Background: an optimization exercise with open tools, aiming at small area. Do not read the settings as production practice.
Only simulation tests tie the RTL to the original design; equivalence was not proved.
No activity file was given, so power comes from the tool's default toggle rates. The flow treats the clock pin as an ideal source, which a real chip does not have.

build 67:
// neuron_network
module neuron_network (
    input clk_i,
    input wb_rst_i,
    input wbs_cyc_i,
    input wbs_stb_i,
    input wbs_we_i,
    input [3:0] wbs_sel_i,
    input [31:0] wbs_adr_i,
    input [31:0] wbs_dat_i,
    output reg wbs_ack_o,
    output [31:0] wbs_dat_o
);
    wire [31:0] adr = wbs_adr_i;
    wire wr = wbs_cyc_i & wbs_stb_i & wbs_we_i;
    wire rd = wbs_cyc_i & wbs_stb_i & ~wbs_we_i & (adr[18:17] == 2'b10);
    wire [31:0] lane = {{8{wbs_sel_i[3]}}, {8{wbs_sel_i[2]}}, {8{wbs_sel_i[1]}}, {8{wbs_sel_i[0]}}};
    wire in_hit0 = wr & (adr[31:2] == 30'h20000000);
    wire in_hit1 = wr & (adr[31:2] == 30'h20004000);
    reg [31:0] in0, in1;
    reg vin0, vin1;
    always @(posedge clk_i or posedge wb_rst_i)
        if (wb_rst_i) begin
            vin0 <= 1'b0;
            vin1 <= 1'b0;
        end else begin
            if (in_hit0) vin0 <= 1'b1;
            if (in_hit1) vin1 <= 1'b1;
        end
    genvar b;
    generate
  ...
make LEC_CHECK=0 CAP_MARGIN=20 CORE_MARGIN=2 CORE_UTILIZATION=70 CTS_CLUSTER_DIAMETER=100 CTS_CLUSTER_SIZE=25 PLACE_DENSITY=0.8 SLEW_MARGIN=20 SYNTH_HIERARCHICAL=1 SYNTH_MINIMUM_KEEP_SIZE=0 finish   # period 10.0 ns
run.sh (not shown) runs the stock make flow with config.mk's settings and CLKGATE_MAP_FILE= SYNTH_SCRIPT=/design/flow/synth_recipe.tcl, a recipe that flattens the netlist after the stock synthesis.
[inputs] build 79 vs build 67
==> flow/flow/run.sh (new file) <==
#!/bin/bash
set -euo pipefail
export BUFFER_PORTS_ARGS="-buffer_cell sky130_fd_sc_hd__buf_1"
export CTS_ARGS="-sink_clustering_enable -repair_clock_nets -sink_clustering_size 25 -sink_clustering_max_diameter 100 -dont_use_dummy_load"
bash standard.sh > standard.log 2>&1
==> flow/standard.sh (new file) <==
#!/bin/bash
# synth_recipe.tcl (not shown) runs the flow's synth.tcl, then flattens the netlist and writes it again
# the make line also repeats each setting of config.mk as NAME=value (left out here)
make -C /OpenROAD-flow-scripts/flow DESIGN_CONFIG=/design/flow/config.mk WORK_HOME=/design/flow/orfs CLKGATE_MAP_FILE= SYNTH_SCRIPT=/design/flow/synth_recipe.tcl "${@:-finish}"
removed: flow/run.sh
==> summary.txt <==
Build 79 gives less clock network power consumption than build 67 did.
[compare] base=build 67 new=build 79: via count moved down, count of different cell masters after synthesis level, post-route non-filler standard cell count moved down, final critical-path required period moved down.
Of the two candidates, build 67 has the worse final worst setup slack and build 79 the better one.
[build 79] register-to-register slack rose 0.19 ns relative to build 67
| sequential group power | build 67 vs build 79 | ≈ equal |
The run showing the greater smallest hold slack is build 67.
Placed standard-cell area on build 79 is down relative to build 67.
For build 8, these inputs were changed with respect to build 79:
Settings: CTS_CLUSTER_SIZE: 25 -> 28; PLACE_DENSITY: 0.8 -> 0.86; CORE_UTILIZATION: 70 -> 78.
==> flow/flow/run.sh <==
#!/bin/bash
set -euo pipefail
export BUFFER_PORTS_ARGS="-buffer_cell sky130_fd_sc_hd__buf_1"
export CTS_ARGS="-sink_clustering_enable -repair_clock_nets -sink_clustering_size 28 -sink_clustering_max_diameter 100 -dont_use_dummy_load"
bash standard.sh > standard.log 2>&1
## What came out
- Compared with build 79, in build 8 final non-filler cell area down 680 um2; internal power component -180 uW.
- Per the comparison of build 8 with build 79, actual transition at the worst max-transition pin picked up an extra 0.0039 ns; total routing resource utilization after global routing picked up an extra 6.7 points; total vias in the final route picked up an extra about 3.2%; clock transition at the registers of the reported paths neither gained nor lost much.
Input changes introduced in build 83 (baseline for comparison: build 8):
Settings: PLACE_DENSITY changed from 0.86 to 0.8; CORE_UTILIZATION changed from 78 to 70.
## What came out
- Summary: die area, build 83 worse than build 8
- Of the two values seen for launch point of the worst path, vin1 was produced by build 8 and sel by build 83.
- Global-route usage (build 83 over build 8): decrease, 6.8 points
- Row wire length on met3: build 83 lower / build 8 higher
- Measured against each other, build 8 and build 83 differ in final worst setup slack, the higher figure coming from build 83.
- Non-clock buffer contribution to total cell area delta for build 83 relative to build 8: 0.15 points higher
- Initial detailed-routing violation count improves in build 83 relative to build 8.
- Of build 8 and build 83, the lower count of inserted antenna diode cells belongs to build 8.
- Total placed cells including tap cells (build 83 vs. build 8) increases by a few percent
- Compared to build 8, build 83 reaches a higher achievable clock.
- When the final numbers for build 8 and build 83 were put side by side, the number of well taps turned out to be greater in build 83.
- The area taken by multi-input logic gates on build 83 is in line with that on build 8.

-- port drivers added, routing unchanged --
The results above use ideal ports. As a check the final layouts listed here were re-extracted and re-timed, cells and wires unchanged.
Step 1 (the two cells are an assumption about what drives the block):
set clk [get_ports {clk_i}]
set_driving_cell -lib_cell sky130_fd_sc_hd__clkbuf_16 $clk
set_driving_cell -lib_cell sky130_fd_sc_hd__buf_2 [delete_from_list [all_inputs] $clk]
Step 2 adds t to the input delays and takes it off the output delays; t is the mean of the earliest and latest rising clock arrival at the registers after step 1. Input paths then give back, and output paths get back, about the clock's delay inside the block.
Three values: no drivers, after step 1, after step 2; two values: the first two.
| run | t, ns | setup slack, ns | hold slack, ns | clock arrival spread, ns | slew at the worst register clock pin (ns) |
|---|---|---|---|---|---|
| build 67 | 0.843 | 0.256 / 0.256 / 0.256 | 0.455 / 0.455 / 0.455 | 0.048 / 0.047 | 0.11 / 0.11 |
| build 79 | 0.827 | 0.445 / 0.445 / 0.445 | 0.449 / 0.449 / 0.449 | 0.088 / 0.088 | 0.11 / 0.11 |
| build 8 | 0.829 | 0.243 / 0.243 / 0.243 | 0.447 / 0.447 / 0.447 | 0.054 / 0.054 | 0.11 / 0.11 |
| build 83 | 0.819 | 0.442 / 0.442 / 0.442 | 0.442 / 0.442 / 0.442 | 0.038 / 0.038 | 0.11 / 0.11 |
After both steps setup and hold are still met in every run listed.
